Source: an optimization exercise on an open RTL-to-GDS flow (aim: small area). Production flows keep margins and buffers that such runs may drop.
At most, simulation tests tie the RTL to the original design; equivalence was not proved.
Power is estimated from default activity; no workload was simulated.

v6:
==> module temp_top, before the edit <==
module temp_top #(parameter MS_200 = 24'd400_000)(
    input               clk,
    input               rst_n,
    input       [2:0]   key_in,
    input               dq_in,
    output reg          dq_out,
    output      [5:0]   SEL,
    output      [7:0]   DIG
);
    reg  [15:0] fcnt;
    wire        tick = (fcnt == 16'hbcf9);       
    reg  [2:0]  pos;                             
    reg  [2:0]  q;
    wire        end400 = tick & (&q);
    always @(posedge clk or negedge rst_n) begin
        if (!rst_n) begin
            fcnt <= 16'd0;
            pos  <= 3'd5;
            q    <= 3'd0;
        end else begin
            fcnt <= tick ? 16'd0 : {~fcnt[14:0], ~(fcnt[15] ^ fcnt[6])};
            if (tick) begin
                pos <= (pos == 3'd5) ? 3'd0 : pos + 3'd1;
                q   <= q + 3'd1;
            end
        end
    end
    reg  [2:0]  k0;
    reg         nreg, add_flag, dd;
    reg  [19:0] dcnt;
    wire        E   = add_flag & (dcnt == 20'h96226);    
    wire        run = add_flag & ~E;
    always @(posedge clk or negedge rst_n) begin
        if (!rst_n) begin
            k0       <= 3'b001;
            nreg     <= 1'b0;
            add_flag <= 1'b0;
            dd       <= 1'b0;
        end else begin
            k0       <= key_in;
            nreg     <= |(~key_in & k0);
            add_flag <= nreg | run;
            dd       <= E;
        end
    end
    always @(posedge clk)
        dcnt <= run ? {~dcnt[18:0], ~(dcnt[19] ^ dcnt[2])} : 20'd0;
    wire        anypress = dd & ~(&k0);
    localparam [3:0] S_IDLE  = 4'b0000,
                     S_INIT0 = 4'b0010,
                     S_INIT1 = 4'b0011,
                     S_SKROM = 4'b0100,
                     S_SET   = 4'b0101,
                     S_CONVW = 4'b0110,
                     S_READW = 4'b0111,
                     S_CONVR = 4'b1010,
                     S_READR = 4'b1011;
    reg  [3:0]  st;
    reg  [11:0] cnt;
    reg  [2:0]  bitc;
    reg  [1:0]  bytec;
    reg         rx;
    reg  [11:0] sr;
    reg  [11:0] data;
    reg  [1:0]  r;           
    reg  [1:0]  ro;          
    reg         flag_set, flag_convert, flag_read;
    wire s_idle  = (st == S_IDLE);
    wire s_init  = (st == S_INIT0) | (st == S_INIT1);
    wire s_write = (st == S_SKROM) | (st == S_SET) | (st == S_CONVW) | (st == S_READW);
    wire s_read  = (st == S_CONVR) | (st == S_READR);
    wire c3999    = (cnt == 12'd3999);
    wire cnt_end  = s_init ? ((bitc == 3'd6) & (cnt == 12'd999)) : c3999;
    wire se       = ~s_idle & cnt_end;
    wire byte_end = se & (&bitc);
    wire samp     = (cnt == 12'd600);
    wire set2idle  = (st == S_SET)   & byte_end & (&bytec);
    wire conv2idle = (st == S_CONVR) & rx;
    wire read2idle = (st == S_READR) & byte_end & bytec[0];
    reg  [7:0] sbyte;
    always @(*) begin
        case (st)
            S_SKROM: sbyte = 8'hcc;
            S_CONVW: sbyte = 8'h44;
            S_READW: sbyte = 8'hbe;
            default:
                case (bytec)
                    2'd0: sbyte = 8'h4e;
                    2'd1: sbyte = 8'h28;
                    2'd2: sbyte = 8'hf6;
                    default: sbyte = {1'b0, r, 5'h1f};
                endcase
        endcase
    end
    wire sbit = sbyte[bitc];
    always @(*) begin
        if (s_read)
            dq_out = (cnt > 12'd150);
        else if (s_write)
            dq_out = sbit ? (cnt > 12'd350) : (cnt > 12'd3500);
        else
            dq_out = (st != S_INIT0);
    end
    always @(posedge clk or negedge rst_n) begin
        if (!rst_n) begin
            st <= S_IDLE;
        end else begin
            case (st)
                S_IDLE:  if (flag_set | flag_convert | flag_read) st <= S_INIT0;
                S_INIT0: if (se) st <= S_INIT1;
                S_INIT1: if (se) st <= rx ? S_SKROM : S_IDLE;
                S_SKROM: if (byte_end) st <= flag_set ? S_SET : flag_convert ? S_CONVW : S_READW;
                S_SET:   if (set2idle) st <= S_IDLE;
                S_CONVW: if (byte_end) st <= S_CONVR;
                S_CONVR: if (rx) st <= S_IDLE;
                S_READW: if (byte_end) st <= S_READR;
                S_READR: if (read2idle) st <= S_IDLE;
                default: st <= S_IDLE;
            endcase
        end
    end
    always @(posedge clk) begin
        cnt <= (s_idle | cnt_end | c3999) ? 12'd0 : cnt + 12'd1;
        if (s_idle | (s_init & cnt_end))
            bitc <= 3'd0;
        else if (c3999)
            bitc <= bitc + 3'd1;
        if (!((st == S_SET) | (st == S_READR)))
            bytec <= 2'd0;
        else if (byte_end)
            bytec <= bytec + 2'd1;
        if ((st == S_INIT0) | (st == S_CONVW))
            rx <= 1'b0;
        else if (st == S_INIT1)
            rx <= rx | ~dq_in;
        else if (samp)
            rx <= dq_in;
        if ((st == S_READR) & samp & ~(bytec[0] & bitc[2]))
            sr <= {dq_in, sr[11:1]};
    end
    always @(posedge clk or negedge rst_n) begin
        if (!rst_n) begin
            flag_set     <= 1'b0;
            flag_convert <= 1'b0;
            flag_read    <= 1'b0;
            r            <= 2'd3;
            ro           <= 2'd3;
            data         <= 12'd0;
        end else begin
            if (anypress)
                flag_set <= 1'b1;
            else if (set2idle)
                flag_set <= 1'b0;
            if (end400)
                flag_convert <= 1'b1;
            else if (conv2idle)
                flag_convert <= 1'b0;
            if (conv2idle)
                flag_read <= 1'b1;
            else if (read2idle)
                flag_read <= 1'b0;
            if (anypress)
                case (k0)
                    3'b011:  r <= 2'd0;
                    3'b101:  r <= 2'd1;
                    3'b110:  r <= 2'd2;
                    default: r <= 2'd3;
                endcase
            if (read2idle) begin
                data <= sr;
                ro   <= r;
            end
        end
    end
    disp_logic u_disp (
        .data (data),
        .ro   (ro),
        .pos  (pos),
        .DIG  (DIG),
        .SEL  (SEL)
    );
endmodule
clock: 250.0 ns
lec_check: 0
cap_margin: 20
core_margin: 2
core_utilization: 40
cts_buf_list: sky130_fd_sc_hd__clkbuf_8
slew_margin: 20
standard.sh (not shown) runs the stock make flow with config.mk's settings and CLKGATE_MAP_FILE= SYNTH_SCRIPT=/design/flow/synth_recipe.tcl, a recipe that flattens the netlist after the stock synthesis.
==> flow/flow/run.sh <==
#!/bin/bash
# Own layout flow: the standard synthesis, then its combinational logic
# mapped again with a stronger, area-oriented ABC script (the flip-flops,
# their names and cell types are kept as the standard synthesis made them),
# then the standard layout, with 1x buffers on the ports.
# Each tool's output goes to a log file of its own in the work folder.
set -euo pipefail
W=$(pwd)
F=$W/flow
R=$W/orfs/results/$FLOW_PLATFORM/temp_top/base
L=$W/orfs/logs/$FLOW_PLATFORM/temp_top/base
LIB=$FLOW_HOME/platforms/$FLOW_PLATFORM/lib/sky130_fd_sc_hd__tt_025C_1v80.lib
YOSYS=$FLOW_HOME/../tools/install/yosys/bin/yosys
[[ -x $YOSYS ]] || YOSYS=$(command -v yosys)

# 1. standard synthesis
bash standard.sh "$R/1_2_yosys.v" > "$W/flow_synth.log" 2>&1
cp "$R/1_2_yosys.v" "$W/std_1_2_yosys.v"

# 2. remap the combinational logic
python3 "$F/gen_models.py" "$LIB" "$W/combmodels.v" > "$W/flow_models.log" 2>&1
DONT_USE=$(grep -o -- '-dont_use [A-Za-z0-9_]*' "$L/1_2_yosys.log" | sort -u | tr '\n' ' ')
cat > "$W/remap.ys" <<EOF
read_liberty -lib $LIB
read_verilog -overwrite $W/combmodels.v
read_verilog $W/std_1_2_yosys.v
hierarchy -top $FLOW_TOP
flatten
proc
techmap
opt -fast -purge
abc -liberty $LIB $DONT_USE -script $F/remap.abc
opt_clean -purge
hilomap -singleton -hicell sky130_fd_sc_hd__conb_1 HI -locell sky130_fd_sc_hd__conb_1 LO
insbuf -buf sky130_fd_sc_hd__buf_4 A X
opt_clean -purge
stat -liberty $LIB
write_verilog -noattr -nohex -nodec $W/remap_1_2_yosys.v
EOF
"$YOSYS" -s "$W/remap.ys" > "$W/flow_remap.log" 2>&1
cat > "$W/remap_check.ys" <<EOF
read_liberty -lib $LIB
read_verilog $W/remap_1_2_yosys.v
hierarchy -top $FLOW_TOP
check -assert -mapped
stat -liberty $LIB
EOF
"$YOSYS" -s "$W/remap_check.ys" > "$W/flow_remap_check.log" 2>&1
cp "$W/remap_1_2_yosys.v" "$R/1_2_yosys.v"

# 3. standard layout from the remapped netlist
export BUFFER_PORTS_ARGS="-buffer_cell sky130_fd_sc_hd__buf_1"
export CTS_ARGS="-sink_clustering_enable -repair_clock_nets -buf_list {sky130_fd_sc_hd__clkbuf_4 sky130_fd_sc_hd__clkbuf_8} -root_buf sky130_fd_sc_hd__clkbuf_8 -dont_use_dummy_load -sink_clustering_size 12"
bash standard.sh > "$W/flow_layout.log" 2>&1
Other scripts of this flow, unchanged in this note and not shown: flow/flow/gen_models.py, flow/flow/remap.abc
No stage failed in v6, and the final checks on the layout all came back clean.
### v6 -> v7
-- flow/design.v --
<<< v6, line 200
);
    reg  [15:0] fcnt;
    wire        tick = (fcnt == 16'hbcf9);       
    reg  [2:0]  pos;                             
    reg  [2:0]  q;
>>> v7, line 200
);
    reg  [15:0] fcnt;
    wire        tick = (fcnt == 16'h98c6);
    reg  [2:0]  pos;                             
    reg  [2:0]  q;
<<< v6, line 206
    always @(posedge clk or negedge rst_n) begin
        if (!rst_n) begin
            fcnt <= 16'd0;
            pos  <= 3'd5;
            q    <= 3'd0;
        end else begin
            fcnt <= tick ? 16'd0 : {~fcnt[14:0], ~(fcnt[15] ^ fcnt[6])};
            if (tick) begin
                pos <= (pos == 3'd5) ? 3'd0 : pos + 3'd1;
>>> v7, line 206
    always @(posedge clk or negedge rst_n) begin
        if (!rst_n) begin
            fcnt <= 16'h218c;
            pos  <= 3'd5;
            q    <= 3'd0;
        end else begin
            fcnt <= {fcnt[14:12], fcnt[11] ^ tick, fcnt[10:0], fcnt[15] ^ fcnt[2]};
            if (tick) begin
                pos <= (pos == 3'd5) ? 3'd0 : pos + 3'd1;
<<< v6, line 252
    reg  [1:0]  bytec;
    reg         rx;
    reg  [11:0] sr;
    reg  [11:0] data;
    reg  [1:0]  r;           
>>> v7, line 252
    reg  [1:0]  bytec;
    reg         rx;
    reg  [12:0] sr;          
    reg  [11:0] data;
    reg  [1:0]  r;           
<<< v6, line 266
    wire byte_end = se & (&bitc);
    wire samp     = (cnt == 12'd600);
    wire set2idle  = (st == S_SET)   & byte_end & (&bytec);
    wire conv2idle = (st == S_CONVR) & rx;
>>> v7, line 266
    wire byte_end = se & (&bitc);
    wire samp     = (cnt == 12'd600);
    wire ins = (st == S_READR) & samp & ~(bytec[0] & bitc[2]);
    wire [11:0] rd;
    genvar gk;
    generate
        for (gk = 0; gk < 12; gk = gk + 1) begin : g_rd
            assign rd[gk] = sr[(9 * gk + 2) % 13];
        end
    endgenerate
    wire set2idle  = (st == S_SET)   & byte_end & (&bytec);
    wire conv2idle = (st == S_CONVR) & rx;
<<< v6, line 327
        else if (samp)
            rx <= dq_in;
        if ((st == S_READR) & samp & ~(bytec[0] & bitc[2]))
            sr <= {dq_in, sr[11:1]};
    end
    always @(posedge clk or negedge rst_n) begin
>>> v7, line 335
        else if (samp)
            rx <= dq_in;
        sr <= {ins ? dq_in : sr[0], sr[12:1]};
    end
    always @(posedge clk or negedge rst_n) begin
<<< v6, line 359
                endcase
            if (read2idle) begin
                data <= sr;
                ro   <= r;
            end
>>> v7, line 366
                endcase
            if (read2idle) begin
                data <= rd;
                ro   <= r;
            end
[summary]
The overall routing resource usage number comes out lower for v6 vs v7.
[v7 vs v6] worst setup slack: higher in v7
For clock insertion delay at the later pin of the skew report, v6 and v7 come out practically identical.
Going from v6 to v7, final cell utilization of the core rose 0.31 points; endpoint arrival time on the critical path fell 0.16 ns.
Across both runs, number of well-tap cells placed was lower for v7 than for v6.


Another version of the RTL of temp_top (not shown whole).
Size in the first run: about 460 cells after synthesis, roughly 21 I/O pins.
==> module temp_top, before the edit <==
module temp_top #(parameter MS_200 = 24'd400_000)(
    input               clk,
    input               rst_n,
    input       [2:0]   key_in,
    input               dq_in,
    output reg          dq_out,
    output      [5:0]   SEL,
    output      [7:0]   DIG
);
    reg  [15:0] fcnt;
    wire        tick = (fcnt == 16'h98c6);
    reg  [2:0]  q;                               
    reg  [1:0]  ax;                              
    wire        end400 = tick & (&q);
    always @(posedge clk or negedge rst_n) begin
        if (!rst_n) begin
            fcnt <= 16'h218c;
            q    <= 3'd0;
            ax   <= 2'd0;
        end else begin
            fcnt <= {fcnt[14:12], fcnt[11] ^ tick, fcnt[10:0], fcnt[15] ^ fcnt[2]};
            if (tick) begin
                q  <= q + 3'd1;
                ax <= (ax == 2'd0) ? 2'd2 : (ax == 2'd2) ? 2'd3 : 2'd0;
            end
        end
    end
    reg  [2:0]  pos;
    always @(*) begin
        case ({ax ^ 2'd2, q[0]})
            3'b00_1: pos = 3'd0;
            3'b00_0: pos = 3'd3;
            3'b01_1: pos = 3'd4;
            3'b01_0: pos = 3'd1;
            3'b10_1: pos = 3'd2;
            default: pos = 3'd5;
        endcase
    end
    reg  [2:0]  k0x;                             
    wire [2:0]  k0 = k0x ^ 3'b001;
    reg         nreg, add_flag, dd;
    reg  [19:0] dcnt;
    wire        E   = add_flag & (dcnt == 20'h96226);    
    wire        run = add_flag & ~E;
    always @(posedge clk or negedge rst_n) begin
        if (!rst_n) begin
            k0x      <= 3'b000;
            nreg     <= 1'b0;
            add_flag <= 1'b0;
            dd       <= 1'b0;
        end else begin
            k0x      <= key_in ^ 3'b001;
            nreg     <= |(~key_in & k0);
            add_flag <= nreg | run;
            dd       <= E;
        end
    end
    always @(posedge clk)
        dcnt <= run ? {~dcnt[18:0], ~(dcnt[19] ^ dcnt[2])} : 20'd0;
    wire        anypress = dd & ~(&k0);
    localparam [3:0] S_IDLE   = 4'b0000,
                     S_INIT0  = 4'b0001,
                     S_INIT1  = 4'b0011,
                     S_SKROM  = 4'b0010,
                     S_SET0   = 4'b0100,
                     S_SET1   = 4'b0101,
                     S_SET2   = 4'b0110,
                     S_SET3   = 4'b0111,
                     S_CONVW  = 4'b1000,
                     S_READW  = 4'b1001,
                     S_CONVR  = 4'b1100,
                     S_READR0 = 4'b1101,
                     S_READR1 = 4'b1111;
    reg  [3:0]  st;
    reg  [11:0] cnt;
    reg  [2:0]  bitc;
    reg         rx;
    reg  [12:0] sr;          
    reg  [11:0] data;        
    reg         valid;
    reg  [1:0]  rn;          
    reg  [1:0]  ron;         
    wire [1:0]  r  = ~rn;
    wire [1:0]  ro = ~ron;
    reg         flag_set, flag_convert, flag_read;
    wire s_idle  = (st == S_IDLE);
    wire s_init  = (st == S_INIT0) | (st == S_INIT1);
    wire s_read  = (st == S_CONVR) | (st == S_READR0) | (st == S_READR1);
    wire s_write = ~s_idle & ~s_init & ~s_read;
    wire c3999    = (cnt == 12'd3999);
    wire cnt_end  = s_init ? ((bitc == 3'd6) & (cnt == 12'd999)) : c3999;
    wire se       = ~s_idle & cnt_end;
    wire byte_end = se & (&bitc);
    wire samp     = (cnt == 12'd600);
    wire ins = ((st == S_READR0) | ((st == S_READR1) & ~bitc[2])) & samp;
    wire [11:0] rd;
    genvar gk;
    generate
        for (gk = 0; gk < 12; gk = gk + 1) begin : g_rd
            assign rd[gk] = sr[(9 * gk + 2) % 13];
        end
    endgenerate
    wire set2idle  = (st == S_SET3)   & byte_end;
    wire conv2idle = (st == S_CONVR)  & rx;
    wire read2idle = (st == S_READR1) & byte_end;
    reg  [7:0] sbyte;
    always @(*) begin
        case (st)
            S_SKROM: sbyte = 8'hcc;
            S_CONVW: sbyte = 8'h44;
            S_READW: sbyte = 8'hbe;
            S_SET0:  sbyte = 8'h4e;
            S_SET1:  sbyte = 8'h28;
            S_SET2:  sbyte = 8'hf6;
            default: sbyte = {1'b0, r, 5'h1f};
        endcase
    end
    wire sbit = sbyte[bitc];
    always @(*) begin
        if (s_read)
            dq_out = (cnt > 12'd150);
        else if (s_write)
            dq_out = sbit ? (cnt > 12'd350) : (cnt > 12'd3500);
        else
            dq_out = (st != S_INIT0);
    end
    always @(posedge clk or negedge rst_n) begin
        if (!rst_n) begin
            st <= S_IDLE;
        end else begin
            case (st)
                S_IDLE:   if (flag_set | flag_convert | flag_read) st <= S_INIT0;
                S_INIT0:  if (se) st <= S_INIT1;
                S_INIT1:  if (se) st <= rx ? S_SKROM : S_IDLE;
                S_SKROM:  if (byte_end) st <= flag_set ? S_SET0 : flag_convert ? S_CONVW : S_READW;
                S_SET0:   if (byte_end) st <= S_SET1;
                S_SET1:   if (byte_end) st <= S_SET2;
                S_SET2:   if (byte_end) st <= S_SET3;
                S_SET3:   if (byte_end) st <= S_IDLE;
                S_CONVW:  if (byte_end) st <= S_CONVR;
                S_CONVR:  if (rx) st <= S_IDLE;
                S_READW:  if (byte_end) st <= S_READR0;
                S_READR0: if (byte_end) st <= S_READR1;
                S_READR1: if (byte_end) st <= S_IDLE;
                default:  st <= S_IDLE;
            endcase
        end
    end
    always @(posedge clk) begin
        cnt <= (s_idle | cnt_end | c3999) ? 12'd0 : cnt + 12'd1;
        if (s_idle | (s_init & cnt_end))
            bitc <= 3'd0;
        else if (c3999)
            bitc <= bitc + 3'd1;
        if ((st == S_INIT0) | (st == S_CONVW))
            rx <= 1'b0;
        else if (st == S_INIT1)
            rx <= rx | ~dq_in;
        else if (samp)
            rx <= dq_in;
        sr <= {ins ? dq_in : sr[0], sr[12:1]};
    end
    always @(posedge clk)
        if (read2idle)
            data <= rd;
    always @(posedge clk or negedge rst_n) begin
        if (!rst_n) begin
            flag_set     <= 1'b0;
            flag_convert <= 1'b0;
            flag_read    <= 1'b0;
            rn           <= 2'd0;
            ron          <= 2'd0;
            valid        <= 1'b0;
        end else begin
            if (anypress)
                flag_set <= 1'b1;
            else if (set2idle)
                flag_set <= 1'b0;
            if (end400)
                flag_convert <= 1'b1;
            else if (conv2idle)
                flag_convert <= 1'b0;
            if (conv2idle)
                flag_read <= 1'b1;
            else if (read2idle)
                flag_read <= 1'b0;
            if (anypress)
                case (k0)
                    3'b011:  rn <= 2'd3;
                    3'b101:  rn <= 2'd2;
                    3'b110:  rn <= 2'd1;
                    default: rn <= 2'd0;
                endcase
            if (read2idle) begin
                valid <= 1'b1;
                ron   <= rn;
            end
        end
    end
    disp_logic u_disp (
        .data (data & {12{valid}}),
        .ro   (ro),
        .pos  (pos),
        .DIG  (DIG),
        .SEL  (SEL)
    );
endmodule
clock: 250.0 ns
lec_check: 0
cap_margin: 20
core_margin: 2
core_utilization: 40
cts_buf_list: sky130_fd_sc_hd__clkbuf_8
slew_margin: 20
==> flow/flow/run.sh <==
#!/bin/bash
# Own layout flow: the standard synthesis, then its combinational logic
# mapped again with a stronger, area-oriented ABC script (the flip-flops,
# their names and cell types are kept as the standard synthesis made them),
# then the standard layout, with 1x buffers on the ports and a clock
# tree without dummy loads.
# Each tool's output goes to a log file of its own in the work folder.
set -euo pipefail
W=$(pwd)
F=$W/flow
R=$W/orfs/results/$FLOW_PLATFORM/temp_top/base
L=$W/orfs/logs/$FLOW_PLATFORM/temp_top/base
LIB=$FLOW_HOME/platforms/$FLOW_PLATFORM/lib/sky130_fd_sc_hd__tt_025C_1v80.lib
YOSYS=$FLOW_HOME/../tools/install/yosys/bin/yosys
[[ -x $YOSYS ]] || YOSYS=$(command -v yosys)

# 1. standard synthesis
bash standard.sh "$R/1_2_yosys.v" > "$W/flow_synth.log" 2>&1
cp "$R/1_2_yosys.v" "$W/std_1_2_yosys.v"

# 2. remap the combinational logic: rounds of ABC runs with different seeds,
#    each round starting from the smallest netlist so far
python3 "$F/gen_models.py" "$LIB" "$W/combmodels.v" > "$W/flow_models.log" 2>&1
DONT_USE=$(grep -o -- '-dont_use [A-Za-z0-9_]*' "$L/1_2_yosys.log" | sort -u | tr '\n' ' ')
area() { grep 'Chip area' "$1" | tail -1 | awk '{print $NF}'; }

cur=$W/std_1_2_yosys.v
best=""
for round in 1 2 3; do
  for s in 1 2 3 4; do
    tag=r${round}_s${s}
    sed "s/&deepsyn -T 30/\&deepsyn -T 60 -S $s/" "$F/remap.abc" > "$W/remap_$tag.abc"
    cat > "$W/remap_$tag.ys" <<EOF
read_liberty -lib $LIB
read_verilog -overwrite $W/combmodels.v
read_verilog $cur
hierarchy -top $FLOW_TOP
flatten
proc
techmap
opt -fast -purge
abc -liberty $LIB $DONT_USE -script $W/remap_$tag.abc
opt_clean -purge
hilomap -singleton -hicell sky130_fd_sc_hd__conb_1 HI -locell sky130_fd_sc_hd__conb_1 LO
insbuf -buf sky130_fd_sc_hd__buf_4 A X
opt_clean -purge
stat -liberty $LIB
write_verilog -noattr -nohex -nodec $W/remap_$tag.v
EOF
    "$YOSYS" -s "$W/remap_$tag.ys" > "$W/flow_remap_$tag.log" 2>&1 &
  done
  wait
  for s in 1 2 3 4; do
    tag=r${round}_s${s}
    a=$(area "$W/flow_remap_$tag.log" || true)
    [[ -n "$a" && -s "$W/remap_$tag.v" ]] || continue
    if [[ -z "$best" ]] || python3 -c "import sys; sys.exit(0 if $a < $best else 1)"; then
      best=$a; cur=$W/remap_$tag.v
    fi
  done
  echo "round $round: best $best from $cur" >> "$W/flow_remap_rounds.log"
done

cat > "$W/remap_check.ys" <<EOF
read_liberty -lib $LIB
read_verilog $cur
hierarchy -top $FLOW_TOP
check -assert -mapped
stat -liberty $LIB
EOF
"$YOSYS" -s "$W/remap_check.ys" > "$W/flow_remap_check.log" 2>&1
cp "$cur" "$R/1_2_yosys.v"

# 3. standard layout from the remapped netlist
export BUFFER_PORTS_ARGS="-buffer_cell sky130_fd_sc_hd__buf_1"
export CTS_ARGS="-sink_clustering_enable -repair_clock_nets -buf_list {sky130_fd_sc_hd__clkbuf_4 sky130_fd_sc_hd__clkbuf_8} -root_buf sky130_fd_sc_hd__clkbuf_8 -dont_use_dummy_load -sink_clustering_size 12"
bash standard.sh > "$W/flow_layout.log" 2>&1
Other scripts of this flow, unchanged in this note and not shown: flow/flow/gen_models.py, flow/flow/remap.abc
The first run completed without violations.
Then changed:
--- a/flow/design.v
+++ b/flow/design.v
@@ -259,26 +259,27 @@
                      S_SET3   = 4'b0111,
                      S_CONVW  = 4'b1000,
                      S_READW  = 4'b1001,
                      S_CONVR  = 4'b1100,
                      S_READR0 = 4'b1101,
-                     S_READR1 = 4'b1111;
+                     S_READR1 = 4'b1111,
+                     S_INIT1P = 4'b1011,     
+                     S_CONVD  = 4'b1110;     
     reg  [3:0]  st;
     reg  [11:0] cnt;
     reg  [2:0]  bitc;
-    reg         rx;
     reg  [12:0] sr;          
     reg  [11:0] data;        
     reg         valid;
     reg  [1:0]  rn;          
     reg  [1:0]  ron;         
     wire [1:0]  r  = ~rn;
     wire [1:0]  ro = ~ron;
     reg         flag_set, flag_convert, flag_read;
     wire s_idle  = (st == S_IDLE);
-    wire s_init  = (st == S_INIT0) | (st == S_INIT1);
-    wire s_read  = (st == S_CONVR) | (st == S_READR0) | (st == S_READR1);
+    wire s_init  = (st == S_INIT0) | (st == S_INIT1) | (st == S_INIT1P);
+    wire s_read  = (st == S_CONVR) | (st == S_CONVD) | (st == S_READR0) | (st == S_READR1);
     wire s_write = ~s_idle & ~s_init & ~s_read;
     wire c3999    = (cnt == 12'd3999);
     wire cnt_end  = s_init ? ((bitc == 3'd6) & (cnt == 12'd999)) : c3999;
     wire se       = ~s_idle & cnt_end;
     wire byte_end = se & (&bitc);
@@ -290,11 +291,11 @@
         for (gk = 0; gk < 12; gk = gk + 1) begin : g_rd
             assign rd[gk] = sr[(9 * gk + 2) % 13];
         end
     endgenerate
     wire set2idle  = (st == S_SET3)   & byte_end;
-    wire conv2idle = (st == S_CONVR)  & rx;
+    wire conv2idle = (st == S_CONVD);
     wire read2idle = (st == S_READR1) & byte_end;
     reg  [7:0] sbyte;
     always @(*) begin
         case (st)
             S_SKROM: sbyte = 8'hcc;
@@ -320,18 +321,20 @@
             st <= S_IDLE;
         end else begin
             case (st)
                 S_IDLE:   if (flag_set | flag_convert | flag_read) st <= S_INIT0;
                 S_INIT0:  if (se) st <= S_INIT1;
-                S_INIT1:  if (se) st <= rx ? S_SKROM : S_IDLE;
+                S_INIT1:  if (se) st <= S_IDLE; else if (~dq_in) st <= S_INIT1P;
+                S_INIT1P: if (se) st <= S_SKROM;
                 S_SKROM:  if (byte_end) st <= flag_set ? S_SET0 : flag_convert ? S_CONVW : S_READW;
                 S_SET0:   if (byte_end) st <= S_SET1;
                 S_SET1:   if (byte_end) st <= S_SET2;
                 S_SET2:   if (byte_end) st <= S_SET3;
                 S_SET3:   if (byte_end) st <= S_IDLE;
                 S_CONVW:  if (byte_end) st <= S_CONVR;
-                S_CONVR:  if (rx) st <= S_IDLE;
+                S_CONVR:  if (samp & dq_in) st <= S_CONVD;
+                S_CONVD:  st <= S_IDLE;
                 S_READW:  if (byte_end) st <= S_READR0;
                 S_READR0: if (byte_end) st <= S_READR1;
                 S_READR1: if (byte_end) st <= S_IDLE;
                 default:  st <= S_IDLE;
             endcase
@@ -341,16 +344,10 @@
         cnt <= (s_idle | cnt_end | c3999) ? 12'd0 : cnt + 12'd1;
         if (s_idle | (s_init & cnt_end))
             bitc <= 3'd0;
         else if (c3999)
             bitc <= bitc + 3'd1;
-        if ((st == S_INIT0) | (st == S_CONVW))
-            rx <= 1'b0;
-        else if (st == S_INIT1)
-            rx <= rx | ~dq_in;
-        else if (samp)
-            rx <= dq_in;
         sr <= {ins ? dq_in : sr[0], sr[12:1]};
     end
     always @(posedge clk)
         if (read2idle)
             data <= rd;
The changed run passed the timing, design-rule and antenna checks.
First-iteration DRC count shrinks by 46%.
Combinational power grows by about 10%.
Synthesized area shrinks by 0.73%.
Sequential power hardly moves.
Utilization shrinks by 0.17 points.
Die area shrinks by 0.70%.
Final area shrinks by 0.84%.
Synthesized cell count hardly moves.
Power shrinks by 0.89%.
Worst hold slack gets better by 0.0075 ns.
Clock skew barely changes.
Setup slack gets worse by 0.47 ns.
For the second run of this note, only the layout was checked, not whether the RTL still works.

[what the ideal ports hide]
No port has a modelled driver above. Below, the same layouts with a new extraction and two added sets of constraints.
Step 1: set_driving_cell puts a clkbuf_16 on clk and a buf_2 on each other input, an assumption about the parent block.
Step 2 moves the port delays by t, midway between the first and last clock arrival at a register: inputs arrive t later, outputs are due t later. That takes back most of the time a late clock gives input paths.
Three values: ideal, step 1, step 2; two values: the first two.
| run | shift t [ns] | slack for setup (ns) | slew at the worst register clock pin (ns) | worst data-port slew with drivers (ns) | cell pins on the clock port's net |
|---|---|---|---|---|---|
| v6 | 0.383 | 195.881 / 195.849 / 196.232 | 0.11 / 0.11 | 0.03 | 1 |
| v7 | 0.380 | 196.037 / 196.004 / 196.383 | 0.10 / 0.10 | 0.03 | 1 |
| the first run of note 2 | 0.378 | 195.943 / 195.910 / 196.288 | 0.10 / 0.10 | 0.03 | 1 |
| the second run of note 2 | 0.379 | 195.472 / 195.438 / 195.817 | 0.09 / 0.09 | 0.03 | 1 |
After both steps setup and hold are still met in every run listed.
